What follows belongs to an exercise in optimizing a design on an open flow for small area; a production flow would make more cautious choices.
At most, simulation tests tie the RTL to the original design; equivalence was not proved.
No functional check of the RTL was part of runs 1 to 3.
Power is estimated from default activity; no workload was simulated.

File: design/flow/flow/run.sh
#!/bin/bash
# Layout flow: the standard synthesis, then the combinational logic between
# the (unchanged) registers is re-mapped by ABC for area, then the standard
# ORFS flow from floorplan to finish with small port buffers and a lean clock tree.
set -euo pipefail
W=$(pwd)
R=$W/orfs/results/sky130hd/UP2_TOP/base
LIB=$FLOW_HOME/platforms/sky130hd/lib/sky130_fd_sc_hd__tt_025C_1v80.lib
source $W/flow/settings.sh

bash standard.sh "${EXTRA[@]}" synth > $W/log_1_synth.txt 2>&1
cp $R/1_2_yosys.v $W/std_1_2_yosys.v

# combinational cell models (sequential cells stay black boxes)
yosys -q -p "read_liberty -ignore_miss_func $LIB; write_verilog -noattr $W/all_cells.v" > $W/log_2_cells.txt 2>&1
python3 $W/flow/comb_cells.py $W/all_cells.v $W/comb_cells.v >> $W/log_2_cells.txt 2>&1

sed -e "s#@LIB@#$LIB#g" -e "s#@IN@#$W/std_1_2_yosys.v#g" -e "s#@OUT@#$W/reopt.v#g" \
    -e "s#@COMB@#$W/comb_cells.v#g" -e "s#@ABC@#$W/flow/area.abc#g" $W/flow/reopt.ys > $W/reopt_run.ys
yosys -s $W/reopt_run.ys > $W/log_3_reopt.txt 2>&1
cp $W/reopt.v $R/1_2_yosys.v
rm -f $R/1_synth.odb $R/1_synth.sdc

bash standard.sh "${EXTRA[@]}" finish > $W/log_4_finish.txt 2>&1
File: design/flow/flow/area.abc
strash
dch -f
map -a
mfs2
strash
dch -f
map -a
topo
File: design/flow/flow/comb_cells.py
import sys, re
src = open(sys.argv[1]).read()
mods = re.findall(r'(module\s+(\S+)\(.*?\nendmodule\n)', src, re.S)
out = []
for body, name in mods:
    if 'always' in body or re.search(r'\breg\b', body):
        continue
    out.append(body)
open(sys.argv[2], 'w').write('\n'.join(out))
print(len(out), 'combinational cell models of', len(mods))
File: design/flow/flow/reopt.ys
read_liberty -lib @LIB@
read_verilog @IN@
hierarchy -top UP2_TOP
techmap -map @COMB@
techmap
opt -purge
opt -purge
abc -script @ABC@ -liberty @LIB@ -dont_use sky130_fd_sc_hd__lpflow_bleeder_1 -dont_use sky130_fd_sc_hd__lpflow_clkbufkapwr_1 -dont_use sky130_fd_sc_hd__lpflow_clkbufkapwr_16 -dont_use sky130_fd_sc_hd__lpflow_clkbufkapwr_2 -dont_use sky130_fd_sc_hd__lpflow_clkbufkapwr_4 -dont_use sky130_fd_sc_hd__lpflow_clkbufkapwr_8 -dont_use sky130_fd_sc_hd__lpflow_clkinvkapwr_1 -dont_use sky130_fd_sc_hd__lpflow_clkinvkapwr_16 -dont_use sky130_fd_sc_hd__lpflow_clkinvkapwr_2 -dont_use sky130_fd_sc_hd__lpflow_clkinvkapwr_4 -dont_use sky130_fd_sc_hd__lpflow_clkinvkapwr_8 -dont_use sky130_fd_sc_hd__lpflow_decapkapwr_12 -dont_use sky130_fd_sc_hd__lpflow_decapkapwr_3 -dont_use sky130_fd_sc_hd__lpflow_decapkapwr_4 -dont_use sky130_fd_sc_hd__lpflow_decapkapwr_6 -dont_use sky130_fd_sc_hd__lpflow_decapkapwr_8 -dont_use sky130_fd_sc_hd__lpflow_inputiso0n_1 -dont_use sky130_fd_sc_hd__lpflow_inputiso0p_1 -dont_use sky130_fd_sc_hd__lpflow_inputiso1n_1 -dont_use sky130_fd_sc_hd__lpflow_inputiso1p_1 -dont_use sky130_fd_sc_hd__lpflow_inputisolatch_1 -dont_use sky130_fd_sc_hd__lpflow_isobufsrc_1 -dont_use sky130_fd_sc_hd__lpflow_isobufsrc_16 -dont_use sky130_fd_sc_hd__lpflow_isobufsrc_2 -dont_use sky130_fd_sc_hd__lpflow_isobufsrc_4 -dont_use sky130_fd_sc_hd__lpflow_isobufsrc_8 -dont_use sky130_fd_sc_hd__lpflow_isobufsrckapwr_16 -dont_use sky130_fd_sc_hd__lpflow_lsbuf_lh_hl_isowell_tap_1 -dont_use sky130_fd_sc_hd__lpflow_lsbuf_lh_hl_isowell_tap_2 -dont_use sky130_fd_sc_hd__lpflow_lsbuf_lh_hl_isowell_tap_4 -dont_use sky130_fd_sc_hd__lpflow_lsbuf_lh_isowell_4 -dont_use sky130_fd_sc_hd__lpflow_lsbuf_lh_isowell_tap_1 -dont_use sky130_fd_sc_hd__lpflow_lsbuf_lh_isowell_tap_2 -dont_use sky130_fd_sc_hd__lpflow_lsbuf_lh_isowell_tap_4 -dont_use sky130_fd_sc_hd__probe_p_8 -dont_use sky130_fd_sc_hd__probec_p_8 
opt_clean -purge
hilomap -singleton -hicell sky130_fd_sc_hd__conb_1 HI -locell sky130_fd_sc_hd__conb_1 LO
splitnets
opt_clean -purge
stat -liberty @LIB@
check -assert
write_verilog -noattr -nohex -nodec @OUT@
File: design/flow/flow/settings.sh
EXTRA=(
  "BUFFER_PORTS_ARGS=-buffer_cell sky130_fd_sc_hd__buf_1"
)
File: design/flow/standard.sh
#!/bin/bash
# synth_recipe.tcl (not shown) runs the flow's synth.tcl, then flattens the netlist and writes it again
# the make line also repeats each setting of config.mk as NAME=value (left out here)
make -C /OpenROAD-flow-scripts/flow DESIGN_CONFIG=/design/flow/config.mk WORK_HOME=/design/flow/orfs CLKGATE_MAP_FILE= SYNTH_SCRIPT=/design/flow/synth_recipe.tcl "${@:-finish}"
File: design/flow/config.mk
export PLATFORM = sky130hd
export DESIGN_NAME = UP2_TOP
export DESIGN_NICKNAME = UP2_TOP
export VERILOG_FILES = /design/flow/design.v
export SDC_FILE = /design/flow/constraint.sdc
export NUM_CORES = 4
export LEC_CHECK = 0
export CAP_MARGIN = 20
export CORE_MARGIN = 2
export CORE_UTILIZATION = 40
export SLEW_MARGIN = 20
File: design/flow/constraint.sdc
create_clock -name core_clock -period 8.0 [get_ports {MCLK}]
set_input_delay 1.6000 -clock core_clock [delete_from_list [all_inputs] [get_ports {MCLK}]]
set_output_delay 1.6000 -clock core_clock [all_outputs]
set_load 0.01 [all_outputs]
File: design/flow/design.v
module prescaler (input clk, input rst, output reg tick, output reg tickPrev);
reg [5:0] q; reg f; reg h;
wire [5:0] l = q ^ 6'd21;
always @* case ({l[0], l[1], l[3], l[5]})
    4'd0: f = 1'b1;
    4'd1: f = 1'b0;
    4'd2: f = 1'b0;
    4'd3: f = 1'b1;
    4'd4: f = 1'b1;
    4'd5: f = 1'b0;
    4'd6: f = 1'b1;
    4'd7: f = 1'b0;
    4'd8: f = 1'b0;
    4'd9: f = 1'b1;
    4'd10: f = 1'b0;
    4'd11: f = 1'b1;
    4'd12: f = 1'b1;
    4'd13: f = 1'b0;
    4'd14: f = 1'b1;
    4'd15: f = 1'b0;
  endcase
always @(posedge clk) begin
  if (rst) q <= 6'd51; else q <= {l[4:0], f} ^ 6'd21;
  h <= !rst & (h ^ (l == 6'd51));
  tick <= !rst & h;
  tickPrev <= !rst & tick;
end
endmodule
module debouncer (
	input button,
	input clk,
	input rst,
	output reg bt_act
);
reg [5:0] q;
reg f;
wire [5:0] r = q ^ 6'b010101;
always @*
	case ({r[2], r[3], r[4], r[5]})
		4'd0, 4'd1, 4'd3, 4'd5, 4'd7, 4'd8, 4'd10, 4'd13, 4'd15: f = 1'b0;
		default: f = 1'b1;
	endcase
wire done = (r == 6'd0);
always @(posedge clk) begin
	if (rst | !button) q <= 6'h1d ^ 6'b010101;
	else q <= {r[4:0], f} ^ 6'b010101;
	bt_act <= !rst & done;
end
endmodule
module dek7seg(
	input [3:0] data_in,
	output [6:0] disp
);
wire A = data_in[3], B = data_in[2], C = data_in[1], D = data_in[0];
assign disp[0] = A | C | (B & D) | (~B & ~D);
assign disp[1] = ~B | (~C & ~D) | (C & D);
assign disp[2] = B | ~C | D;
assign disp[3] = A | (~B & ~D) | (~B & C) | (C & ~D) | (B & ~C & D);
assign disp[4] = (~B & ~D) | (C & ~D);
assign disp[5] = A | (~C & ~D) | (B & ~C) | (B & ~D);
assign disp[6] = A | (~B & C) | (B & ~C) | (C & ~D);
endmodule
module UP2_TOP
(
	MCLK,
	RST,
	FLEX_DIGIT_1,
	FLEX_DIGIT_2,
	LED,
	BT,
	DISP1,
	DISP2,
	DISP3,
	DISP4
);
input MCLK;	 
input RST;	 
output [6:0] FLEX_DIGIT_1;
output [6:0] FLEX_DIGIT_2;
output [15:0] LED;
input [3:0] BT;
output [6:0] DISP1;
output [6:0] DISP2;
output [6:0] DISP3;
output [6:0] DISP4;
wire tick, tickPrev;
prescaler prescalerMod(.clk(MCLK), .rst(RST), .tick(tick), .tickPrev(tickPrev));
wire secEv = ~tick & tickPrev;
wire plusBtn, minusBtn, modeBtn, resetBtn;
debouncer plusDb (.clk(MCLK), .rst(RST), .button(BT[2]), .bt_act(plusBtn));
debouncer minusDb(.clk(MCLK), .rst(RST), .button(BT[0]), .bt_act(minusBtn));
debouncer modeDb (.clk(MCLK), .rst(RST), .button(BT[3]), .bt_act(modeBtn));
debouncer resetDb(.clk(MCLK), .rst(RST), .button(BT[1]), .bt_act(resetBtn));
reg plusPrev, minusPrev, modePrev;
always @(posedge MCLK) begin
	plusPrev <= plusBtn;
	minusPrev <= minusBtn;
	modePrev <= ~RST & modeBtn;
end
wire modeFall = modePrev & ~modeBtn;
reg [2:0] st;
reg ch;
wire [2:0] stn = !resetBtn ? 3'd0 : modeFall ? ((st == 3'd4) ? 3'd0 : st + 3'd1) : st;
always @(posedge MCLK) begin
	if (RST) st <= 3'd0;
	else st <= stn;
	ch <= (stn != st);
end
wire stop = (st == 3'd0);
wire s1 = (st == 3'd1), s2 = (st == 3'd2), s3 = (st == 3'd3), s4 = (st == 3'd4);
wire plusEv  = ~plusBtn & (ch | plusPrev);
wire minusEv = ~minusBtn & (ch | minusPrev);
reg [3:0] secU, minU, hU;
reg [2:0] secT, minT;
reg [1:0] hT;
reg pc1, pc2, pc3, pc4, pc5;
wire clr = RST | ~resetBtn;
wire cSecU = (secU > 4'd4);
wire cSecT = (secT > 3'd2);
wire cMinU = (minU > 4'd4);
wire cMinT = (minT > 3'd2);
wire h2 = (hT == 2'd2);
wire cHU = h2 ? (hU >= 4'd2) : (hU >= 4'd5);
always @(posedge MCLK)
	if (RST) {pc1, pc2, pc3, pc4, pc5} <= 5'd0;
	else {pc1, pc2, pc3, pc4, pc5} <= {cSecU, cSecT, cMinU, cMinT, cHU};
wire incSecU = secEv & stop;
wire incSecT = ~cSecU & pc1 & stop;
wire incMinU = (~cSecT & pc2 & stop) | (s4 & plusEv);
wire decMinU = s4 & minusEv;
wire incMinT = (~cMinU & pc3 & stop) | (s3 & plusEv);
wire decMinT = s3 & minusEv;
wire incHU   = (~cMinT & pc4 & stop) | (s2 & plusEv);
wire decHU   = s2 & minusEv;
wire incHT   = (~cHU & pc5 & stop) | (s1 & plusEv);
wire decHT   = s1 & minusEv;
always @(posedge MCLK) begin
	if (clr) secU <= 4'd0;
	else if (incSecU) secU <= (secU == 4'd9) ? 4'd0 : secU + 4'd1;
	if (clr) secT <= 3'd0;
	else if (incSecT) secT <= (secT == 3'd5) ? 3'd0 : secT + 3'd1;
	if (clr) minU <= 4'd0;
	else if (decMinU) minU <= (minU == 4'd0) ? 4'd9 : minU - 4'd1;
	else if (incMinU) minU <= (minU == 4'd9) ? 4'd0 : minU + 4'd1;
	if (clr) minT <= 3'd0;
	else if (decMinT) minT <= (minT == 3'd0) ? 3'd5 : minT - 3'd1;
	else if (incMinT) minT <= (minT == 3'd5) ? 3'd0 : minT + 3'd1;
	if (clr) hU <= 4'd0;
	else if (decHU) hU <= (hU == 4'd0) ? (h2 ? 4'd3 : 4'd9) : hU - 4'd1;
	else if (incHU) hU <= (hU >= (h2 ? 4'd3 : 4'd9)) ? 4'd0 : hU + 4'd1;
	if (clr) hT <= 2'd0;
	else if (decHT) hT <= (hT == 2'd0) ? 2'd2 : hT - 2'd1;
	else if (incHT) hT <= (hT == 2'd2) ? 2'd0 : hT + 2'd1;
end
wire [6:0] segSecU, segSecT;
dek7seg d0 (.data_in(secU), .disp(segSecU));
dek7seg d1 (.data_in({1'b0, secT}), .disp(segSecT));
dek7seg d2 (.data_in(minU), .disp(DISP4));
dek7seg d3 (.data_in({1'b0, minT}), .disp(DISP3));
dek7seg d4 (.data_in(hU), .disp(DISP2));
dek7seg d5 (.data_in({2'b00, hT}), .disp(DISP1));
assign FLEX_DIGIT_2 = ~segSecU;
assign FLEX_DIGIT_1 = ~segSecT;
assign LED[15] = stop;
assign LED[14] = resetBtn;
assign LED[13] = cSecU;
assign LED[12] = tick;
assign LED[11] = ~s4 | plusBtn;
assign LED[10] = ~s4 | minusBtn;
assign LED[9]  = ~s3 | plusBtn;
assign LED[8]  = ~s3 | minusBtn;
assign LED[7]  = ~s2 | plusBtn;
assign LED[6]  = ~s2 | minusBtn;
assign LED[5]  = ~s1 | plusBtn;
assign LED[4]  = ~s1 | minusBtn;
assign LED[3]  = 1'b0;
assign LED[2:0] = st;
endmodule
==> flow_summary.yaml, run 1 <==
status:
  status: "finished clean"
clock_network:
  cts_buffers: 9
  cts_buffer_depth: 2
  cts_sinks: 69
  post_cts_resized: 0
  clk_pin_slew_worst_paths_ns: 0.07
  ctsHoldBuffers: 0
  cts_root_buffer: "clkbuf_8"
  cts_setup_buffers: 0
  worstSkewPairLatency_ns: 0.34
  cts_tree: "built"
  cts_max_level: 3
die:
  fp.dieH_um: 89.8
  die_area_um2: 8070
  core_um2: 7180
  initial_core_util_pct: 41.0
  fp-row-count: 31
  die_w_um: 89.8
  io_pins: 64
critical_path:
  worstSetupEndpointType: "flop"
  path_cells: "buf_1 -> clkinv_1 -> nand2_1 -> clkinv_1 -> o21ai_0 -> o21ai_0"
  max_stage_delay_ns: 0.59
  slowest_stage: "nand2_1"
  critical-path-top-delay-family: "buffers and inverters"
  crit_buf_inv: 3
  start_kind: "primary input"
  worstPathArrival_ns: 3.87
  worstSetupPathType: "in -> reg"
  path_max_fanout: 15
  crit_required_ns: 8.22
placed_design:
  gp_congestion: 0.874
  hpwl_um: 5100
  io_buffers: 61
route:
  drtPass1Iterations: 4
  routedWlPerCell_um: 11.3
  drcViolationCount: 0
  ant_nets: 0
  finalWirelength_um: 6740
  viasPerCell: 4.87
  first_iter_violations: 93
  num_vias: 2901
synthesis:
  syn-num-nets: 427
  yosysWarningCount: 3
  syn_inst: 421
  synthesis.area_um2: 2950
  avgSynthCellArea_um2: 7.00
hold_path:
  hp-class: "reg -> reg"
timing:
  min_period_ns: 3.64
  drv_slew: 0
  skew_ns: 0.00720
  tns_ns: 0
  hold_violations: 0
  period_share_pct: 45.6
  slew_headroom_pct: 59.4
  setup_viol: 0
  holdWs_ns: 0.368
  worst_pin_slew_ns: 0.610
  fmax_mhz: 274
  rsz0062_at_grt: "no"
pwr:
  p_leak_nw: 1.21
  p_comb_share_pct: 1.6
  clkPwrFrac_pct: 46.4
  power_switching_uw: 135
  ir_drop_v: 0.000135
  p_seq_share_pct: 52.0
  power_density_nw_per_um2: 194
  swShare_pct: 19.8
  p_int_uw: 547
global_routing:
  grt_util_met2_pct: 29.8
  grt_usage_pct: 17.5
  use_met3_pct: 3.77
  busiest_layer: "met2"
  antenna_found_initial: 0
  grt_max_degree: 16
  grt_pass1_wl_um: 11600
  grt-ovfl-total: 0
  met1_usage_pct: 20.6
  grt_pass1_vias: 2687
finish:
  antenna_cells: 0
  syn2layout_area_growth_pct: 19.5
  num-fill-cells: 748
  fin_nets: 498
  multiInputGateArea_um2: 1310
  drive_gt1_share_pct: 3.22
  regArea_um2: 1380
run:
  drv_cap: 0
==> per-layer routing <==
layer | vias to the layer above | wire length, um
li1 | 1533 | -
met1 | 1288 | 3160
met2 | 70 | 3140
met3 | 10 | 290
met4 | 0 | 154
met5 | - | 0
==> layout by cell type, fill, tap and decap left out, drive strengths merged, types with 3 or more instances in the layout <==
cell     n
clkbuf  13
nor2    97
buf     61
nand4    3
nand2   43
nand3   16
a211oi   7
a21oi   36
dfxtp   69
nor3    21
clkinv  67
o21ai   41
==> flip-flops by register name, summed over array words and instances (netlist names), 4 cells and up <==
register,cells
plusDb.q,6
minusDb.q,6
secU,4
minU,4
prescalerMod.q,6
modeDb.q,6
hU,4
resetDb.q,6
==> power by group through the flow <==
| stage | Clock (mW) | Combinational, mW | Sequential [mW] |
|---|---|---|---|
| after floorplan | 0 | 0.00736 | 0.362 |
| after global placement | 0 | 0.0106 | 0.363 |
| after detailed placement | 0 | 0.0111 | 0.363 |
| after CTS | 0.324 | 0.0110 | 0.355 |
| after global routing | 0.338 | 0.0130 | 0.356 |
| final | 0.316 | 0.0108 | 0.355 |
==> final timing paths <==
| kind | slack (ns) | end | start | depth (start not counted) |
|---|---|---|---|---|
| setup / recovery | 4.36 | secT[1] | RST | 6 |
| hold / removal | 0.37 | minusPrev | minusDb.bt_act | 0 |
| setup reg to reg | 5.56 | minU[3] | minusDb.bt_act | 11 |
| hold reg to reg | 0.37 | minusPrev | minusDb.bt_act | 0 |
==> through the flow <==
stage / power (mW) / util, % / cell area, um^2 / setup WS (ns) / cells
floorplan: 0.369 / - / 2950 / 5.20 / 421
global placement: 0.373 / 45.9 / 3290 / 4.04 / 580
detailed placement: 0.374 / 45.9 / 3290 / 3.97 / 580
CTS: 0.690 / 49.1 / 3520 / 4.34 / 596
global route: 0.707 / 49.1 / 3520 / 4.08 / 596
finish: 0.682 / 49.1 / 3520 / 4.36 / 596
==> area by class of cell <==
type | count | share of cell area, %
well taps | 99 | 3.52
inverters | 67 | 7.14
clock inverters | 3 | 1.92
flip-flops and latches | 69 | 39.2
repair buffers | 61 | 6.50
clock buffers | 13 | 4.51
multi-input cells | 284 | 37.2
==> run 2: changes to the inputs <==
==> design/flow/flow/settings.sh (replaced) <==
EXTRA=(
  "BUFFER_PORTS_ARGS=-buffer_cell sky130_fd_sc_hd__buf_1"
  "CTS_ARGS=-sink_clustering_enable -sink_clustering_size 25 -sink_clustering_max_diameter 500 -buf_list sky130_fd_sc_hd__clkbuf_4 -dont_use_dummy_load -repair_clock_nets"
)
--- a/design/flow/config.mk
+++ b/design/flow/config.mk
@@ -9,3 +9,3 @@
 export CORE_MARGIN = 2
-export CORE_UTILIZATION = 40
+export CORE_UTILIZATION = 70
 export SLEW_MARGIN = 20
==> flow_summary.yaml, run 2 <==
status:
  status: "finished clean"
finish:
  mostFrequentLayoutCells: "97 x nor2_1, 69 x dfxtp_1, 67 x clkinv_1, 61 x buf_1, 43 x nand2_1"
  fin_nets: 498
  fin_area_um2: 3300
  postLayoutCoreUtil_pct: 81.9
  final_common_cell: "nor2_1"
  stdcell_count: 540
  syn2layout_area_growth_pct: 12.1
  drive_gt1_share_pct: 2.24
  antenna_cells: 0
placed_design:
  gp_congestion: 0.793
  dp_cells: 531
  hpwl_um: 5050
  io_buffers: 61
  placed_area_um2: 3230
  pre_cts_slack_ns: 3.99
global_routing:
  grt_pass1_wl_um: 11000
  grt_pass1_vias: 2612
  grt-ovfl-total: 0
  grt_max_degree: 16
  antenna_found_initial: 0
  grt_usage_pct: 31.3
route:
  first_iter_violations: 194
  drcViolationCount: 0
  drtPass1Iterations: 5
  ant_nets: 0
  num_vias: 3051
  routedWlPerCell_um: 12.9
  viasPerCell: 5.65
  finalWirelength_um: 6980
clock_network:
  post_cts_resized: 0
  cts_buffer_depth: 2
  worstSkewPairLatency_ns: 0.40
  cts_buffers: 9
  ctsHoldBuffers: 0
  cts_setup_buffers: 0
  cts_root_buffer: "clkbuf_4"
  clk_pin_slew_worst_paths_ns: 0.11
  cts_max_level: 3
  cts_sinks: 69
  cts_tree: "built"
hold_path:
  hp-class: "reg -> reg"
synthesis:
  syn_inst: 421
  synthesis.area_um2: 2950
  yosysWarningCount: 3
  syn-num-nets: 427
  avgSynthCellArea_um2: 7.00
pwr:
  ir_drop_v: 0.000150
  p_leak_nw: 1.14
  total_power_uw: 522
  power_density_nw_per_um2: 158
timing:
  skew_ns: 0.0247
  tns_ns: 0
  period_share_pct: 45.2
  slew_headroom_pct: 61.7
  worst_slack_ns: 4.38
  fmax_mhz: 276
  drv_slew: 0
  min_period_ns: 3.62
  worst_pin_slew_ns: 0.569
  hold_violations: 0
  setup_viol: 0
  holdWs_ns: 0.381
  rsz0062_at_grt: "no"
critical_path:
  max_stage_delay_ns: 0.59
  slowest_stage: "nand2_1"
  worstPathArrival_ns: 3.88
  crit_required_ns: 8.26
  worstSetupPathType: "in -> reg"
  path_cells: "buf_1 -> clkinv_1 -> nand2_1 -> clkinv_1 -> o21ai_0 -> o21ai_0"
  worstSetupEndpointType: "flop"
  r2r_setup_slack_ns: 5.46
  start_kind: "primary input"
  path_max_fanout: 15
die:
  initial_core_util_pct: 73.1
  io_pins: 64
  die_area_um2: 4740
  die_w_um: 68.9
  fp.dieH_um: 68.9
  fp-row-count: 23
  core_um2: 4030
run:
  drv_cap: 0
run 2: cell types whose count changed in the layout (fill, tap and decap cells not counted):
| cell | previous run | this run |
|---|---|---|
| clkbuf_4 | 0 | 9 |
| clkbuf_8 | 11 | 0 |
| bufinv_16 | 2 | 0 |
| clkinvlp_4 | 1 | 0 |
| clkbuf_1 | 2 | 0 |
run 2: path summary, 6_finish.rpt:
| path | start | endpoint | cells after the start |
|---|---|---|---|
| setup / recovery | RST | secT[1] | 6 |
| hold / removal | minusDb.bt_act | minusPrev | 0 |
| setup reg to reg | ch | hU[3] | 9 |
| hold reg to reg | minusDb.bt_act | minusPrev | 0 |
run 2: critical path: cells and delay by family:
family                 cells  cell delay, ns
buffers and inverters      3            1.34
and+or+nand+nor            1            0.59
AOI/OAI and AO/OA          2            0.34
run 2: power by group:
group	internal [mW]	switching, mW	total [mW]
clock network	0.0523	0.102	0.155
logic	0.00345	0.00799	0.0114
registers	0.350	0.00512	0.355
run 2: layout make-up:
class / count / area [um^2]
Clock buffer: 9 / 67.6
Fill cell: 305 / 728
Inverter: 67 / 251
Multi-Input combinational cell: 284 / 1310
Sequential cell: 69 / 1380
Tap cell: 50 / 62.6
Timing Repair Buffer: 61 / 229
run 2: routing by layer:
metal	routed length, um	GRT usage [%]
met5	0	0
met4	139	15.0
met3	365	6.82
met2	3600	55.4
met1	2880	35.5
==> run 3: changes to the inputs <==
==> design/flow/flow/settings.sh (replaced) <==
EXTRA=(
  "BUFFER_PORTS_ARGS=-buffer_cell sky130_fd_sc_hd__buf_1"
  "CTS_ARGS=-sink_clustering_enable -sink_clustering_size 40 -sink_clustering_max_diameter 500 -buf_list sky130_fd_sc_hd__clkbuf_8 -dont_use_dummy_load -repair_clock_nets"
)
--- a/design/flow/config.mk
+++ b/design/flow/config.mk
@@ -9,3 +9,3 @@
 export CORE_MARGIN = 2
-export CORE_UTILIZATION = 70
+export CORE_UTILIZATION = 60
 export SLEW_MARGIN = 20
==> flow_summary.yaml, run 3 <==
status:
  status: "finished clean"
timing:
  fmax_mhz: 281
  skew_ns: 0.0202
  holdWs_ns: 0.357
  min_period_ns: 3.56
  drv_slew: 0
  rsz0062_at_grt: "no"
  slew_headroom_pct: 62.4
  worst_pin_slew_ns: 0.564
  hold_violations: 0
  tns_ns: 0
  setup_viol: 0
  period_share_pct: 44.5
finish:
  num-fill-cells: 402
  antenna_cells: 0
  final_common_cell: "nor2_1"
  multiInputGateArea_um2: 1310
  fin_nets: 498
  drive_gt1_share_pct: 2.24
  syn2layout_area_growth_pct: 14.7
  mostFrequentLayoutCells: "97 x nor2_1, 69 x dfxtp_1, 67 x clkinv_1, 61 x buf_1, 43 x nand2_1"
  regArea_um2: 1380
critical_path:
  worstSetupPathType: "in -> reg"
  crit_buf_inv: 3
  worstSetupEndpointType: "flop"
  path_cells: "buf_1 -> clkinv_1 -> nand2_1 -> clkinv_1 -> o21ai_0 -> o21ai_0"
  timing.rr.start: "minusDb.bt_act"
  worstPathArrival_ns: 3.76
  start_kind: "primary input"
  reg2reg_depth: 9
  max_stage_delay_ns: 0.57
  crit_required_ns: 8.21
  r2r_setup_slack_ns: 5.61
  rr_endpoint: "hU[2]"
  slowest_stage: "nand2_1"
  path_max_fanout: 15
  critical-path-top-delay-family: "buffers and inverters"
hold_path:
  holdPathEnd: "minusPrev"
  worstHoldPathCells: 0
  hp-class: "reg -> reg"
  holdCritStartpoint: "minusDb.bt_act"
route:
  routedWlPerCell_um: 11.3
  num_vias: 2910
  ant_nets: 0
  drtPass1Iterations: 5
  viasPerCell: 5.22
  first_iter_violations: 147
  finalWirelength_um: 6320
  drcViolationCount: 0
global_routing:
  grt-ovfl-total: 0
  grt_pass1_wl_um: 10700
  grt_usage_pct: 25.1
  grt_pass1_vias: 2513
  grt_max_degree: 16
  antenna_found_initial: 0
pwr:
  power_density_nw_per_um2: 169
  total_power_uw: 571
  p_leak_nw: 1.17
  ir_drop_v: 0.000145
clock_network:
  cts_tree: "built"
  cts_buffers: 9
  cts_setup_buffers: 0
  ctsHoldBuffers: 0
  worstSkewPairLatency_ns: 0.34
  cts_buffer_depth: 2
  cts_sinks: 69
  cts_max_level: 3
  clk_pin_slew_worst_paths_ns: 0.05
  post_cts_resized: 0
  cts_root_buffer: "clkbuf_8"
die:
  io_pins: 64
  fp.dieH_um: 74.1
  initial_core_util_pct: 62.4
  die_w_um: 74.1
  die_area_um2: 5490
  fp-row-count: 25
  core_um2: 4720
run:
  drv_cap: 0
synthesis:
  yosysWarningCount: 3
  avgSynthCellArea_um2: 7.00
  syn-num-nets: 427
  synthesis.area_um2: 2950
  syn_inst: 421
placed_design:
  io_buffers: 61
  hpwl_um: 4800
  gp_congestion: 0.867
==> run 3: routing by layer <==
| layer | global-route usage, % | vias up | part of all wire, % |
|---|---|---|---|
| li1 | - | 1534 | - |
| met4 | 11.7 | 0 | 1.6 |
| met5 | 0 | - | 0 |
| met1 | 31.2 | 1279 | 47 |
| met3 | 7.05 | 11 | 5.5 |
| met2 | 40.7 | 86 | 46 |
==> run 3: layout make-up <==
type	instances	share of cell area (%)
inverter	67	7.44
sequential	69	40.9
tap	67	2.48
timing repair buffer	61	6.78
multi-input combinational	284	38.7
clock buffer	9	3.67
==> run 3: worst max path at each step <==
stage / slack (ns) / to / cells past startpoint / startpoint
2_1_floorplan: 5.20 / FLEX_DIGIT_1[1] / 6 / secT[2]
3_3_place_gp: 4.14 / secT[1] / 6 / RST
3_5_place_dp: 4.07 / secT[1] / 6 / RST
5_1_grt: 4.11 / secT[1] / 6 / RST
6_report: 4.44 / secT[1] / 6 / RST
4_1_cts: 4.41 / secT[1] / 6 / RST
==> run 3: worst register-to-register path: stages (launching register included) <==
cell and delay, ns:
dfxtp_1 0.33, clkinv_1 0.16, o21ai_0 0.25, clkinv_1 0.17, a21oi_1 0.25, clkinv_1 0.12, a21boi_0 0.46, clkinv_1 0.26
a22oi_1 0.23, nor2_1 0.06
==> run 3: per-stage QoR <==
| stage | setup WS (ns) | instance area (um^2) | util (%) | std cells |
|---|---|---|---|---|
| detailed placement | 4.07 | 3250 | 68.9 | 548 |
| floorplan | 5.20 | 2950 | - | 421 |
| global placement | 4.14 | 3250 | 68.9 | 548 |
| CTS | 4.41 | 3380 | 71.5 | 557 |
| global route | 4.11 | 3380 | 71.5 | 557 |
| finish | 4.44 | 3380 | 71.5 | 557 |
==> run 3: where the power goes <==
part	switching (mW)	internal (mW)
clock	0.105	0.100
sequential	0.00452	0.351
combinational	0.00717	0.00345
total	0.117	0.454
==> run 4: changes to the inputs <==
--- a/design/flow/design.v
+++ b/design/flow/design.v
@@ -50,13 +50,20 @@
 module dek7seg(
-	input [3:0] data_in,
+	input [4:0] q,
 	output [6:0] disp
 );
-wire A = data_in[3], B = data_in[2], C = data_in[1], D = data_in[0];
-assign disp[0] = A | C | (B & D) | (~B & ~D);
-assign disp[1] = ~B | (~C & ~D) | (C & D);
-assign disp[2] = B | ~C | D;
-assign disp[3] = A | (~B & ~D) | (~B & C) | (C & ~D) | (B & ~C & D);
-assign disp[4] = (~B & ~D) | (C & ~D);
-assign disp[5] = A | (~C & ~D) | (B & ~C) | (B & ~D);
-assign disp[6] = A | (~B & C) | (B & ~C) | (C & ~D);
+wire a = ~((q[0] & ~q[1]) | (q[3] & ~q[4]));
+wire b = ~(q[4] & q[1]);
+wire c = ~q[1] | q[2];
+wire d = ~((~q[1] & (q[0] | q[2])) | (q[3] & ~q[4]));
+wire e = (~q[0] & (~q[4] | q[1])) | (~q[2] & (q[1] | q[3]));
+wire f = ~((q[0] & ~q[3]) | (q[2] & ~q[1]));
+wire g = q[1] | (q[4] & ~q[2]);
+assign disp = {g, f, e, d, c, b, a};
+endmodule
+module johnson7seg(
+	input [2:0] q,
+	output [6:0] disp
+);
+wire ad = ~(q[1] ^ q[0]);
+assign disp = {q[1] | q[2], ~q[0], ~q[2] & (q[1] | ~q[0]), ad, q[2] | ~q[1], ~q[2] | q[1], ad};
 endmodule
@@ -112,3 +119,3 @@
 wire minusEv = ~minusBtn & (ch | minusPrev);
-reg [3:0] secU, minU, hU;
+reg [4:0] secU, minU, hU;
 reg [2:0] secT, minT;
@@ -117,8 +124,8 @@
 wire clr = RST | ~resetBtn;
-wire cSecU = (secU > 4'd4);
-wire cSecT = (secT > 3'd2);
-wire cMinU = (minU > 4'd4);
-wire cMinT = (minT > 3'd2);
-wire h2 = (hT == 2'd2);
-wire cHU = h2 ? (hU >= 4'd2) : (hU >= 4'd5);
+wire cSecU = secU[4];
+wire cSecT = secT[2];
+wire cMinU = minU[4];
+wire cMinT = minT[2];
+wire h2 = hT[1];
+wire cHU = hU[4] | (h2 & hU[1]);
 always @(posedge MCLK)
@@ -136,27 +143,29 @@
 wire decHT   = s1 & minusEv;
+wire nclr = ~clr;
+wire upSecU = incSecU & nclr, hdSecU = ~incSecU & nclr;
+wire upSecT = incSecT & nclr, hdSecT = ~incSecT & nclr;
+wire dnMinU = decMinU & nclr, upMinU = incMinU & ~decMinU & nclr, hdMinU = ~incMinU & ~decMinU & nclr;
+wire dnMinT = decMinT & nclr, upMinT = incMinT & ~decMinT & nclr, hdMinT = ~incMinT & ~decMinT & nclr;
+wire dnHU = decHU & nclr, upHU = incHU & ~decHU & nclr, hdHU = ~incHU & ~decHU & nclr;
+wire dnHT = decHT & nclr, upHT = incHT & ~decHT & nclr, hdHT = ~incHT & ~decHT & nclr;
+wire hUwrapUp = h2 & (hU[2] | hU[4]);
+wire hUwrapDn = h2 & ~hU[4] & ~hU[0];
+wire [4:0] hUup = hUwrapUp ? 5'b00000 : {hU[3:0], ~hU[4]};
+wire [4:0] hUdn = hUwrapDn ? 5'b00111 : {~hU[0], hU[4:1]};
 always @(posedge MCLK) begin
-	if (clr) secU <= 4'd0;
-	else if (incSecU) secU <= (secU == 4'd9) ? 4'd0 : secU + 4'd1;
-	if (clr) secT <= 3'd0;
-	else if (incSecT) secT <= (secT == 3'd5) ? 3'd0 : secT + 3'd1;
-	if (clr) minU <= 4'd0;
-	else if (decMinU) minU <= (minU == 4'd0) ? 4'd9 : minU - 4'd1;
-	else if (incMinU) minU <= (minU == 4'd9) ? 4'd0 : minU + 4'd1;
-	if (clr) minT <= 3'd0;
-	else if (decMinT) minT <= (minT == 3'd0) ? 3'd5 : minT - 3'd1;
-	else if (incMinT) minT <= (minT == 3'd5) ? 3'd0 : minT + 3'd1;
-	if (clr) hU <= 4'd0;
-	else if (decHU) hU <= (hU == 4'd0) ? (h2 ? 4'd3 : 4'd9) : hU - 4'd1;
-	else if (incHU) hU <= (hU >= (h2 ? 4'd3 : 4'd9)) ? 4'd0 : hU + 4'd1;
-	if (clr) hT <= 2'd0;
-	else if (decHT) hT <= (hT == 2'd0) ? 2'd2 : hT - 2'd1;
-	else if (incHT) hT <= (hT == 2'd2) ? 2'd0 : hT + 2'd1;
+	secU <= ({5{upSecU}} & {secU[3:0], ~secU[4]}) | ({5{hdSecU}} & secU);
+	secT <= ({3{upSecT}} & {secT[1:0], ~secT[2]}) | ({3{hdSecT}} & secT);
+	minU <= ({5{upMinU}} & {minU[3:0], ~minU[4]}) | ({5{dnMinU}} & {~minU[0], minU[4:1]}) | ({5{hdMinU}} & minU);
+	minT <= ({3{upMinT}} & {minT[1:0], ~minT[2]}) | ({3{dnMinT}} & {~minT[0], minT[2:1]}) | ({3{hdMinT}} & minT);
+	hU <= ({5{upHU}} & hUup) | ({5{dnHU}} & hUdn) | ({5{hdHU}} & hU);
+	hT <= ({2{upHT}} & {hT[0] & ~hT[1], ~hT[1]}) | ({2{dnHT}} & {~hT[0], ~hT[0] | hT[1]}) | ({2{hdHT}} & hT);
 end
 wire [6:0] segSecU, segSecT;
-dek7seg d0 (.data_in(secU), .disp(segSecU));
-dek7seg d1 (.data_in({1'b0, secT}), .disp(segSecT));
-dek7seg d2 (.data_in(minU), .disp(DISP4));
-dek7seg d3 (.data_in({1'b0, minT}), .disp(DISP3));
-dek7seg d4 (.data_in(hU), .disp(DISP2));
-dek7seg d5 (.data_in({2'b00, hT}), .disp(DISP1));
+dek7seg d0 (.q(secU), .disp(segSecU));
+dek7seg d2 (.q(minU), .disp(DISP4));
+dek7seg d4 (.q(hU), .disp(DISP2));
+johnson7seg d1 (.q(secT), .disp(segSecT));
+johnson7seg d3 (.q(minT), .disp(DISP3));
+wire hTa = ~hT[0] | hT[1];
+assign DISP1 = {hT[1], ~hT[0], hTa, hTa, ~hT[1], 1'b1, hTa};
 assign FLEX_DIGIT_2 = ~segSecU;
--- a/design/flow/flow/run.sh
+++ b/design/flow/flow/run.sh
@@ -2,4 +2,5 @@
 # Layout flow: the standard synthesis, then the combinational logic between
-# the (unchanged) registers is re-mapped by ABC for area, then the standard
-# ORFS flow from floorplan to finish with small port buffers and a lean clock tree.
+# the (unchanged) registers is re-mapped by ABC for area (several ABC scripts,
+# smallest result kept), then the standard ORFS flow from floorplan to
+# finish, with small port buffers and a lean clock tree (settings.sh).
 set -euo pipefail
@@ -17,6 +18,18 @@
 
-sed -e "s#@LIB@#$LIB#g" -e "s#@IN@#$W/std_1_2_yosys.v#g" -e "s#@OUT@#$W/reopt.v#g" \
-    -e "s#@COMB@#$W/comb_cells.v#g" -e "s#@ABC@#$W/flow/area.abc#g" $W/flow/reopt.ys > $W/reopt_run.ys
-yosys -s $W/reopt_run.ys > $W/log_3_reopt.txt 2>&1
-cp $W/reopt.v $R/1_2_yosys.v
+best=""; bestarea=1e18
+for s in area area4 deepsyn; do
+  sed -e "s#@LIB@#$LIB#g" -e "s#@IN@#$W/std_1_2_yosys.v#g" -e "s#@OUT@#$W/reopt_$s.v#g" \
+      -e "s#@COMB@#$W/comb_cells.v#g" -e "s#@ABC@#$W/flow/$s.abc#g" $W/flow/reopt.ys > $W/reopt_$s.ys
+  if yosys -s $W/reopt_$s.ys > $W/log_3_reopt_$s.txt 2>&1; then
+    a=$(grep "Chip area for module" $W/log_3_reopt_$s.txt | tail -1 | awk '{print $NF}')
+    sq=$(grep "used for sequential" $W/log_3_reopt_$s.txt | tail -1 | awk '{print $6}')
+    echo "$s $a $sq" >> $W/log_3_choice.txt
+    # a broken mapping shows as (almost) no combinational logic
+    if python3 -c "import sys; a,s=float('$a'),float('$sq'); sys.exit(0 if a-s > 0.3*s and a < $bestarea else 1)"; then
+      best=$s; bestarea=$a
+    fi
+  fi
+done
+echo "chosen: $best" >> $W/log_3_choice.txt
+if [[ -n "$best" ]]; then cp $W/reopt_$best.v $R/1_2_yosys.v; fi
 rm -f $R/1_synth.odb $R/1_synth.sdc
==> design/flow/flow/area4.abc (new file) <==
strash
dch -f
map -a
mfs2
strash
dch -f
map -a
mfs2
strash
dch -f
map -a
mfs2
strash
dch -f
map -a
topo
==> design/flow/flow/deepsyn.abc (new file) <==
strash
&get -n
&deepsyn -T 30
&put
dch -f
map -a
mfs2
strash
dch -f
map -a
topo
==> design/flow/flow/settings.sh (replaced) <==
EXTRA=(
  "BUFFER_PORTS_ARGS=-buffer_cell sky130_fd_sc_hd__buf_1"
  "CTS_ARGS=-sink_clustering_enable -sink_clustering_size 25 -sink_clustering_max_diameter 500 -buf_list sky130_fd_sc_hd__clkbuf_4 -dont_use_dummy_load -repair_clock_nets"
)
--- a/design/flow/config.mk
+++ b/design/flow/config.mk
@@ -9,3 +9,3 @@
 export CORE_MARGIN = 2
-export CORE_UTILIZATION = 60
+export CORE_UTILIZATION = 65
 export SLEW_MARGIN = 20
==> flow_summary.yaml, run 4 <==
status:
  status: "finished clean"
placed_design:
  gp_congestion: 0.830
  hpwl_um: 4460
  pre_cts_slack_ns: 5.08
  placed_area_um2: 3390
  io_buffers: 61
timing:
  hold_violations: 0
  period_share_pct: 41.7
  worst_pin_slew_ns: 0.565
  slew_headroom_pct: 62.3
  worst_slack_ns: 4.66
  holdWs_ns: 0.391
  rsz0062_at_grt: "no"
  tns_ns: 0
  fmax_mhz: 300
  skew_ns: 0.0405
  setup_viol: 0
  min_period_ns: 3.34
  drv_slew: 0
run:
  drv_cap: 0
route:
  num_vias: 2527
  drtPass1Iterations: 4
  routedWlPerCell_um: 12.7
  drcViolationCount: 0
  first_iter_violations: 101
  finalWirelength_um: 6040
  viasPerCell: 5.30
  ant_nets: 0
synthesis:
  avgSynthCellArea_um2: 8.87
  synth_common_cells: "72 x dfxtp_1, 53 x nor2_1, 28 x buf_4, 28 x inv_1, 21 x nand2b_1"
  ys_ff_latch: 72
  synthesis.area_um2: 3340
  ys.flop_type: "dfxtp_1"
  yosysSeqAreaShare_pct: 43.1
  synth_xor_area_share_pct: 0.524
  syn-num-nets: 390
  synthArstFlopShare_pct: 0
  synth_edf_count: 0
  synth-simple-area-share_pct: 24.1
  muxShareOfSynthArea_pct: 1.80
  syn_inst: 377
  yosys.area.top_type: "dfxtp_1"
  synth.distinct_cells: 58
  synthAdderAreaFrac_pct: 2.62
  yosysMostFrequentCell: "dfxtp_1"
  synthTopCellsByArea: "dfxtp_1 43%, buf_4 6.3%, nor2_1 6.0%"
  synth_top_area_share_pct: 43.1
  synth_top_family_by_area: "simple AND/OR/NAND/NOR gates"
  synth_compound_area_share_pct: 15.9
  yosysWarningCount: 3
pwr:
  power_switching_uw: 113
  clkPwrFrac_pct: 28.7
  p_leak_nw: 1.26
  p_seq_share_pct: 69.0
  p_int_uw: 423
  p_comb_share_pct: 2.2
  ir_drop_v: 0.000126
  power_density_nw_per_um2: 155
  swShare_pct: 21.0
critical_path:
  crit_required_ns: 6.40
  timing.critical_path.from: "st[0]"
  reg2reg_depth: 6
  path_max_fanout: 9
  endpoint: "LED[11]"
  start_kind: "flop"
  timing.rr.start: "st[0]"
  rr_endpoint: "hU[2]"
  worstSetupPathType: "reg -> out"
  worstSetupEndpointType: "output port"
  r2r_setup_slack_ns: 6.16
  worstPathArrival_ns: 1.74
finish:
  drive_gt1_share_pct: 7.13
  final_common_cell: "dfxtp_1"
  antenna_cells: 0
  fin_nets: 422
  fin_area_um2: 3460
  syn2layout_area_growth_pct: 3.44
  postLayoutCoreUtil_pct: 68.6
  mostFrequentLayoutCells: "72 x dfxtp_1, 61 x buf_1, 53 x nor2_1, 28 x inv_1, 21 x nand2b_1"
die:
  initial_core_util_pct: 66.3
  fp-row-count: 26
  fp.dieH_um: 75.7
  core_um2: 5040
  io_pins: 64
  die_area_um2: 5730
  die_w_um: 75.7
clock_network:
  post_cts_resized: 0
  cts_root_buffer: "clkbuf_4"
  cts_setup_buffers: 0
  cts_tree: "built"
  ctsHoldBuffers: 0
  cts_buffers: 9
  cts_buffer_depth: 2
  cts_sinks: 72
  worstSkewPairLatency_ns: 0.38
  cts_max_level: 3
  clk_pin_slew_worst_paths_ns: 0.11
global_routing:
  grt_pass1_vias: 2117
  grt-ovfl-total: 0
  grt_usage_pct: 21.5
  grt_pass1_wl_um: 9450
  antenna_found_initial: 0
  grt_max_degree: 30
hold_path:
  hp-class: "reg -> reg"
-- run 4: how the worst min path moves through the flow --
stage                     cells past startpoint  slack, ns         startpoint                 to
after floorplan                               1       0.37  prescalerMod.q[4]  prescalerMod.q[5]
after global placement                        1       0.38  prescalerMod.q[4]  prescalerMod.q[5]
after detailed placement                      1       0.39  prescalerMod.q[4]  prescalerMod.q[5]
after CTS                                     1       0.40  prescalerMod.q[2]  prescalerMod.q[3]
after global routing                          1       0.42  prescalerMod.q[2]  prescalerMod.q[3]
final                                         1       0.39  prescalerMod.q[2]  prescalerMod.q[3]
-- run 4: metal layers --
metal | track usage, % | share of wire [%]
met1 | 27.2 | 46
met2 | 35.7 | 50
met3 | 4.76 | 3.1
met4 | 8.58 | 1.4
met5 | 0 | 0
-- run 4: kinds of logic (layout without fill, tap and decap cells) --
family / after synthesis / in the layout
flip-flops: 72 / 72
other: 2 / 2
adder cells (fa/ha/maj): 7 / 7
multiplexers: 6 / 6
buffers and inverters: 70 / 100
AO/OA/AOI/OAI: 73 / 73
XOR/XNOR: 2 / 2
AND/OR/NAND/NOR: 145 / 145
-- run 4: cell type report --
| type | count | area, um^2 |
|---|---|---|
| Sequential cell | 72 | 1440 |
| Timing Repair Buffer | 63 | 244 |
| Multi-Input combinational cell | 235 | 1510 |
| Fill cell | 457 | 1580 |
| Tap cell | 70 | 87.6 |
| Clock buffer | 9 | 67.6 |
| Inverter | 28 | 105 |
-- run 4: power by group through the flow --
stage	registers [mW]	logic, mW	clock network, mW
floorplan	0.377	0.0101	0
global placement	0.378	0.0118	0
detailed placement	0.378	0.0121	0
CTS	0.370	0.0121	0.160
global route	0.371	0.0138	0.176
finish	0.370	0.0120	0.154
-- run 4: metrics by stage --
step | std cells | total power [mW]
after detailed placement | 468 | 0.390
after global routing | 477 | 0.561
after global placement | 468 | 0.390
after CTS | 477 | 0.542
final | 477 | 0.536
after floorplan | 377 | 0.387
-- run 4: critical path, stage by stage (launching register included) --
cell	delay (ns)
dfxtp_1	0.47
inv_1	0.10
ha_1	0.28
and2_1	0.27
nand2b_1	0.11
buf_1	0.15
==> run 5: changes to the inputs <==
==> design/flow/design.v (replaced) <==
module UP2_TOP
(
	MCLK,
	RST,
	FLEX_DIGIT_1,
	FLEX_DIGIT_2,
	LED,
	BT,
	DISP1,
	DISP2,
	DISP3,
	DISP4
);
input MCLK;	 
input RST;	 
output [6:0] FLEX_DIGIT_1;
output [6:0] FLEX_DIGIT_2;
output [15:0] LED;
input [3:0] BT;
output [6:0] DISP1;
output [6:0] DISP2;
output [6:0] DISP3;
output [6:0] DISP4;
localparam [5:0] P_PQ = 6'd21;
localparam P_PH = 1'd0, P_TICK = 1'd0, P_TICKP = 1'd1;
localparam [5:0] P_DQ0 = 6'd21, P_DQ1 = 6'd21, P_DQ2 = 6'd21, P_DQ3 = 6'd21;
localparam P_DB0 = 1'd0, P_DB1 = 1'd0, P_DB2 = 1'd0, P_DB3 = 1'd0;
localparam P_PLUSP = 1'd0, P_MINUSP = 1'd0, P_MODEP = 1'd0, P_CH = 1'd0;
localparam [2:0] P_ST = 3'd0;
localparam [4:0] P_PC = 5'd0;
localparam [4:0] P_SECU = 5'd0, P_MINU = 5'd4, P_HU = 5'd0;
localparam [2:0] P_SECT = 3'd0, P_MINT = 3'd1;
localparam [1:0] P_HT = 2'd0;
reg [5:0] pq_r;
reg ph_r, tick_r, tickPrev_r;
wire [5:0] l = pq_r ^ P_PQ;
wire ph = ph_r ^ P_PH;
wire tick = tick_r ^ P_TICK;
wire tickPrev = tickPrev_r ^ P_TICKP;
reg pf;
always @*
	case ({l[0], l[1], l[3], l[5]})
		4'd0, 4'd3, 4'd4, 4'd6, 4'd9, 4'd11, 4'd12, 4'd14: pf = 1'b1;
		default: pf = 1'b0;
	endcase
always @(posedge MCLK) begin
	pq_r <= (RST ? 6'h26 : {l[4:0], pf}) ^ P_PQ;
	ph_r <= (~RST & (ph ^ (l == 6'h33))) ^ P_PH;
	tick_r <= (~RST & ph) ^ P_TICK;
	tickPrev_r <= (~RST & tick) ^ P_TICKP;
end
wire secEv = ~tick & tickPrev;
wire [3:0] btn = {BT[1], BT[3], BT[0], BT[2]};
wire [23:0] P_DQ = {P_DQ3, P_DQ2, P_DQ1, P_DQ0};
wire [3:0] P_DB = {P_DB3, P_DB2, P_DB1, P_DB0};
reg [23:0] dq_r;
reg [3:0] db_r;
wire [23:0] dq = dq_r ^ P_DQ;
wire [3:0] db = db_r ^ P_DB;
genvar gi;
generate
	for (gi = 0; gi < 4; gi = gi + 1) begin : deb
		wire [5:0] r = dq[6*gi +: 6];
		reg f;
		always @*
			case ({r[2], r[3], r[4], r[5]})
				4'd0, 4'd1, 4'd3, 4'd5, 4'd7, 4'd8, 4'd10, 4'd13, 4'd15: f = 1'b0;
				default: f = 1'b1;
			endcase
		always @(posedge MCLK) begin
			dq_r[6*gi +: 6] <= ((RST | ~btn[gi]) ? 6'h1d : {r[4:0], f}) ^ P_DQ[6*gi +: 6];
			db_r[gi] <= (~RST & (r == 6'd0)) ^ P_DB[gi];
		end
	end
endgenerate
wire plusBtn = db[0], minusBtn = db[1], modeBtn = db[2], resetBtn = db[3];
reg plusPrev_r, minusPrev_r, modePrev_r;
wire plusPrev = plusPrev_r ^ P_PLUSP;
wire minusPrev = minusPrev_r ^ P_MINUSP;
wire modePrev = modePrev_r ^ P_MODEP;
always @(posedge MCLK) begin
	plusPrev_r <= plusBtn ^ P_PLUSP;
	minusPrev_r <= minusBtn ^ P_MINUSP;
	modePrev_r <= (~RST & modeBtn) ^ P_MODEP;
end
wire modeFall = modePrev & ~modeBtn;
reg [2:0] st_r;
reg ch_r;
wire [2:0] st = st_r ^ P_ST;
wire ch = ch_r ^ P_CH;
wire [2:0] stn = RST ? 3'd0 : ~resetBtn ? 3'd0 : modeFall ? ((st == 3'd4) ? 3'd0 : st + 3'd1) : st;
always @(posedge MCLK) begin
	st_r <= stn ^ P_ST;
	ch_r <= (stn != st) ^ P_CH;
end
wire stop = (st == 3'd0);
wire s1 = (st == 3'd1), s2 = (st == 3'd2), s3 = (st == 3'd3), s4 = (st == 3'd4);
wire plusEv  = ~plusBtn & (ch | plusPrev);
wire minusEv = ~minusBtn & (ch | minusPrev);
reg [4:0] secU_r, minU_r, hU_r;
reg [2:0] secT_r, minT_r;
reg [1:0] hT_r;
reg [4:0] pc_r;
wire [4:0] secU = secU_r ^ P_SECU, minU = minU_r ^ P_MINU, hU = hU_r ^ P_HU;
wire [2:0] secT = secT_r ^ P_SECT, minT = minT_r ^ P_MINT;
wire [1:0] hT = hT_r ^ P_HT;
wire [4:0] pc = pc_r ^ P_PC;
wire cSecU = secU[4];
wire cSecT = secT[2];
wire cMinU = minU[4];
wire cMinT = minT[2];
wire h2 = hT[1];
wire cHU = hU[4] | (h2 & hU[1]);
always @(posedge MCLK)
	pc_r <= (RST ? 5'd0 : {cSecU, cSecT, cMinU, cMinT, cHU}) ^ P_PC;
wire incSecU = secEv & stop;
wire incSecT = ~cSecU & pc[4] & stop;
wire incMinU = (~cSecT & pc[3] & stop) | (s4 & plusEv);
wire decMinU = s4 & minusEv;
wire incMinT = (~cMinU & pc[2] & stop) | (s3 & plusEv);
wire decMinT = s3 & minusEv;
wire incHU   = (~cMinT & pc[1] & stop) | (s2 & plusEv);
wire decHU   = s2 & minusEv;
wire incHT   = (~cHU & pc[0] & stop) | (s1 & plusEv);
wire decHT   = s1 & minusEv;
wire clr = RST | ~resetBtn;
wire nclr = ~clr;
wire upSecU = incSecU & nclr, hdSecU = ~incSecU & nclr;
wire upSecT = incSecT & nclr, hdSecT = ~incSecT & nclr;
wire dnMinU = decMinU & nclr, upMinU = incMinU & ~decMinU & nclr, hdMinU = ~incMinU & ~decMinU & nclr;
wire dnMinT = decMinT & nclr, upMinT = incMinT & ~decMinT & nclr, hdMinT = ~incMinT & ~decMinT & nclr;
wire dnHU = decHU & nclr, upHU = incHU & ~decHU & nclr, hdHU = ~incHU & ~decHU & nclr;
wire dnHT = decHT & nclr, upHT = incHT & ~decHT & nclr, hdHT = ~incHT & ~decHT & nclr;
wire hUwrapUp = h2 & (hU[2] | hU[4]);
wire hUwrapDn = h2 & ~hU[4] & ~hU[0];
wire [4:0] hUup = hUwrapUp ? 5'b00000 : {hU[3:0], ~hU[4]};
wire [4:0] hUdn = hUwrapDn ? 5'b00111 : {~hU[0], hU[4:1]};
always @(posedge MCLK) begin
	secU_r <= (({5{upSecU}} & {secU[3:0], ~secU[4]}) | ({5{hdSecU}} & secU)) ^ P_SECU;
	secT_r <= (({3{upSecT}} & {secT[1:0], ~secT[2]}) | ({3{hdSecT}} & secT)) ^ P_SECT;
	minU_r <= (({5{upMinU}} & {minU[3:0], ~minU[4]}) | ({5{dnMinU}} & {~minU[0], minU[4:1]}) | ({5{hdMinU}} & minU)) ^ P_MINU;
	minT_r <= (({3{upMinT}} & {minT[1:0], ~minT[2]}) | ({3{dnMinT}} & {~minT[0], minT[2:1]}) | ({3{hdMinT}} & minT)) ^ P_MINT;
	hU_r <= (({5{upHU}} & hUup) | ({5{dnHU}} & hUdn) | ({5{hdHU}} & hU)) ^ P_HU;
	hT_r <= (({2{upHT}} & {hT[0] & ~hT[1], ~hT[1]}) | ({2{dnHT}} & {~hT[0], ~hT[0] | hT[1]}) | ({2{hdHT}} & hT)) ^ P_HT;
end
function [6:0] seg10;	 
	input [4:0] q;
	reg a, b, c, d, e, f, g;
	begin
		a = ~((q[0] & ~q[1]) | (q[3] & ~q[4]));
		b = ~(q[4] & q[1]);
		c = ~q[1] | q[2];
		d = ~((~q[1] & (q[0] | q[2])) | (q[3] & ~q[4]));
		e = (~q[0] & (~q[4] | q[1])) | (~q[2] & (q[1] | q[3]));
		f = ~((q[0] & ~q[3]) | (q[2] & ~q[1]));
		g = q[1] | (q[4] & ~q[2]);
		seg10 = {g, f, e, d, c, b, a};
	end
endfunction
function [6:0] seg6;	 
	input [2:0] q;
	reg ad;
	begin
		ad = ~(q[1] ^ q[0]);
		seg6 = {q[1] | q[2], ~q[0], ~q[2] & (q[1] | ~q[0]), ad, q[2] | ~q[1], ~q[2] | q[1], ad};
	end
endfunction
assign FLEX_DIGIT_2 = ~seg10(secU);
assign FLEX_DIGIT_1 = ~seg6(secT);
assign DISP4 = seg10(minU);
assign DISP3 = seg6(minT);
assign DISP2 = seg10(hU);
wire hTa = ~hT[0] | hT[1];
assign DISP1 = {hT[1], ~hT[0], hTa, hTa, ~hT[1], 1'b1, hTa};
assign LED[15] = stop;
assign LED[14] = resetBtn;
assign LED[13] = cSecU;
assign LED[12] = tick;
assign LED[11] = ~s4 | plusBtn;
assign LED[10] = ~s4 | minusBtn;
assign LED[9]  = ~s3 | plusBtn;
assign LED[8]  = ~s3 | minusBtn;
assign LED[7]  = ~s2 | plusBtn;
assign LED[6]  = ~s2 | minusBtn;
assign LED[5]  = ~s1 | plusBtn;
assign LED[4]  = ~s1 | minusBtn;
assign LED[3]  = 1'b0;
assign LED[2:0] = st;
endmodule
--- a/design/flow/flow/run.sh
+++ b/design/flow/flow/run.sh
@@ -18,3 +18,2 @@
 
-best=""; bestarea=1e18
 for s in area area4 deepsyn; do
@@ -22,12 +21,5 @@
       -e "s#@COMB@#$W/comb_cells.v#g" -e "s#@ABC@#$W/flow/$s.abc#g" $W/flow/reopt.ys > $W/reopt_$s.ys
-  if yosys -s $W/reopt_$s.ys > $W/log_3_reopt_$s.txt 2>&1; then
-    a=$(grep "Chip area for module" $W/log_3_reopt_$s.txt | tail -1 | awk '{print $NF}')
-    sq=$(grep "used for sequential" $W/log_3_reopt_$s.txt | tail -1 | awk '{print $6}')
-    echo "$s $a $sq" >> $W/log_3_choice.txt
-    # a broken mapping shows as (almost) no combinational logic
-    if python3 -c "import sys; a,s=float('$a'),float('$sq'); sys.exit(0 if a-s > 0.3*s and a < $bestarea else 1)"; then
-      best=$s; bestarea=$a
-    fi
-  fi
+  yosys -s $W/reopt_$s.ys > $W/log_3_reopt_$s.txt 2>&1 || true
 done
+best=$(python3 $W/flow/choose.py $W/log_3_reopt_*.txt 2>> $W/log_3_choice.txt)
 echo "chosen: $best" >> $W/log_3_choice.txt
==> design/flow/flow/choose.py (new file) <==
import re, sys
# choose.py LOG... : print the name of the smallest valid re-mapped netlist
best = None
for log in sys.argv[1:]:
    t = open(log).read()
    a = re.findall(r"Chip area for module '.UP2_TOP': ([\d.]+)", t)
    s = re.findall(r"sequential elements: ([\d.]+)", t)
    if not a or not s:
        continue
    a, s = float(a[-1]), float(s[-1])
    name = re.search(r'log_3_reopt_(\w+)\.txt', log).group(1)
    print(name, a, s, file=sys.stderr)
    # a broken mapping shows as (almost) no combinational logic
    if a - s > 0.3 * s and (best is None or a < best[1]):
        best = (name, a)
print(best[0] if best else '')
==> flow_summary.yaml, run 5 <==
hold_path:
  hp-class: "reg -> reg"
  holdCritStartpoint: "db_r[0]"
  worstHoldPathCells: 0
  holdPathEnd: "plusPrev_r"
finish:
  drive_gt1_share_pct: 2.47
  regArea_um2: 1440
  antenna_cells: 0
  fin_nets: 413
  mostFrequentLayoutCells: "72 x dfxtp_1, 61 x buf_1, 55 x nor2_1, 50 x nand2_1, 49 x clkinv_1"
  reg.largest.list: "dq_r: 24 flops, pq_r: 6 flops"
  syn2layout_area_growth_pct: 13.5
  stdcell_count: 455
  num-fill-cells: 342
  final_common_cell: "dfxtp_1"
  top_register: "dq_r"
  multiInputGateArea_um2: 1030
  largest_reg_flops: 24
synthesis:
  synthesis.area_um2: 2660
  syn-num-nets: 341
  yosysWarningCount: 1
  avgSynthCellArea_um2: 7.94
  syn_inst: 335
global_routing:
  grt_pass1_vias: 2126
  busiest_layer: "met2"
  antenna_found_initial: 0
  grt_pass1_wl_um: 9180
  met1_usage_pct: 34.0
  grt-ovfl-total: 0
  grt_util_met2_pct: 42.5
  grt_usage_pct: 26.7
  use_met3_pct: 5.43
  grt_max_degree: 15
placed_design:
  io_buffers: 61
  hpwl_um: 4250
  dp_cells: 446
  gp_congestion: 0.918
route:
  routedWlPerCell_um: 12.5
  drcViolationCount: 0
  viasPerCell: 5.43
  drtPass1Iterations: 4
  finalWirelength_um: 5700
  num_vias: 2469
  ant_nets: 0
  first_iter_violations: 151
die:
  fp.dieH_um: 68.0
  fp-row-count: 23
  die_w_um: 68.0
  die_area_um2: 4620
  initial_core_util_pct: 67.0
  io_pins: 64
  core_um2: 3970
timing:
  min_period_ns: 4.19
  drv_slew: 0
  hold_violations: 0
  slew_headroom_pct: 44.3
  rsz0062_at_grt: "no"
  skew_ns: 0.0294
  tns_ns: 0
  worst_pin_slew_ns: 0.829
  fmax_mhz: 239
  holdWs_ns: 0.341
  setup_viol: 0
  period_share_pct: 52.4
clock_network:
  worstSkewPairLatency_ns: 0.40
  cts_buffer_depth: 2
  cts_tree: "built"
  ctsHoldBuffers: 0
  cts_sinks: 72
  cts_max_level: 3
  cts_buffers: 9
  cts_root_buffer: "clkbuf_4"
  cts_setup_buffers: 0
  clk_pin_slew_worst_paths_ns: 0.11
  post_cts_resized: 0
critical_path:
  start_kind: "primary input"
  crit_top_cell: "clkinv_1"
  rr_endpoint: "hU_r[4]"
  r2r_setup_slack_ns: 5.85
  max_stage_delay_ns: 0.54
  crit_required_ns: 8.31
  reg2reg_depth: 7
  worstPathArrival_ns: 4.49
  slowest_stage: "clkinv_1"
  worstSetupEndpointType: "flop"
  path_max_fanout: 14
  worstSetupPathType: "in -> reg"
  path_cells: "buf_1 -> clkinv_1 -> nand2_1 -> clkinv_1 -> o21ai_0 -> nor2_1 -> nor3_1 -> a21oi_1 -> o22ai_1"
  timing.rr.start: "db_r[3]"
run:
  drv_cap: 0
pwr:
  power_density_nw_per_um2: 178
  ir_drop_v: 0.000162
  p_leak_nw: 1.04
status:
  status: "finished clean"
run 5: per-stage QoR:
stage                     total power, mW  utilization, %  area [um^2]  setup slack, ns
after floorplan                     0.385               -         2660             4.73
after CTS                           0.539            76.0         3020             3.78
final                               0.537            76.0         3020             3.81
after detailed placement            0.390            74.3         2950             3.40
after global placement              0.389            74.3         2950             3.55
after global routing                0.555            76.0         3020             3.34
run 5: critical path, delay by kind of cell:
| kind | cells | cell delay, ns |
|---|---|---|
| buffers and inverters | 3 | 1.32 |
| AO/OA/AOI/OAI | 3 | 0.57 |
| AND/OR/NAND/NOR | 3 | 0.99 |
run 5: worst max-delay path by stage:
stage	to	startpoint
finish	hU_r[4]	RST
detailed placement	hU_r[4]	RST
CTS	hU_r[4]	RST
global placement	hU_r[4]	RST
floorplan	hU_r[4]	RST
global route	hU_r[4]	RST
run 5: report_power, final:
| part | leakage [nW] | switching [mW] | internal [mW] |
|---|---|---|---|
| Clock | 0.0414 | 0.103 | 0.0523 |
| Combinational | 0.411 | 0.00829 | 0.00366 |
| Sequential | 0.586 | 0.00442 | 0.365 |
run 5: area by class of cell:
type / count / share of cell area, %
flip-flops and latches: 72 / 47.7
multi-input cells: 214 / 34.3
repair buffers: 61 / 7.58
inverters: 49 / 6.09
clock buffers: 9 / 2.24
well taps: 50 / 2.07
run 5: routing by layer:
metal | share of wire [%] | routed length (um)
met1 | 45 | 2560
met2 | 47 | 2670
met3 | 6.6 | 378
met4 | 1.6 | 93
met5 | 0 | 0

-- afterwards: timing with drivers on the ports --
No port has a modelled driver above. Below, the same layouts with a new extraction and two added sets of constraints. Step 1 assumes that a clkbuf_16 drives the clock port and a buf_2 every other input. Step 2 moves the port delays by t, midway between the first and last clock arrival at a register: inputs arrive t later, outputs are due t later. That takes back most of the time a late clock gives input paths. Slacks: ideal ports / drivers / drivers and shift; pairs: ideal ports / drivers.
run | t, ns | slack for setup (ns) | worst setup path after step 2 | worst register clock-pin slew, ns
run 1 | 0.363 | 4.355 / 4.361 / 3.998 | input to register | 0.07 / 0.07
run 2 | 0.417 | 4.382 / 4.380 / 3.963 | input to register | 0.11 / 0.11
run 3 | 0.355 | 4.443 / 4.447 / 4.091 | input to register | 0.07 / 0.07
run 4 | 0.386 | 4.662 / 4.636 / 5.023 | register to output | 0.11 / 0.11
run 5 | 0.416 | 3.811 / 3.813 / 3.396 | input to register | 0.11 / 0.11
After both steps setup and hold are still met in every run listed. The setup slack of run 2, which loses most, moves by -0.002 ns with the drivers and by -0.419 ns with both steps.
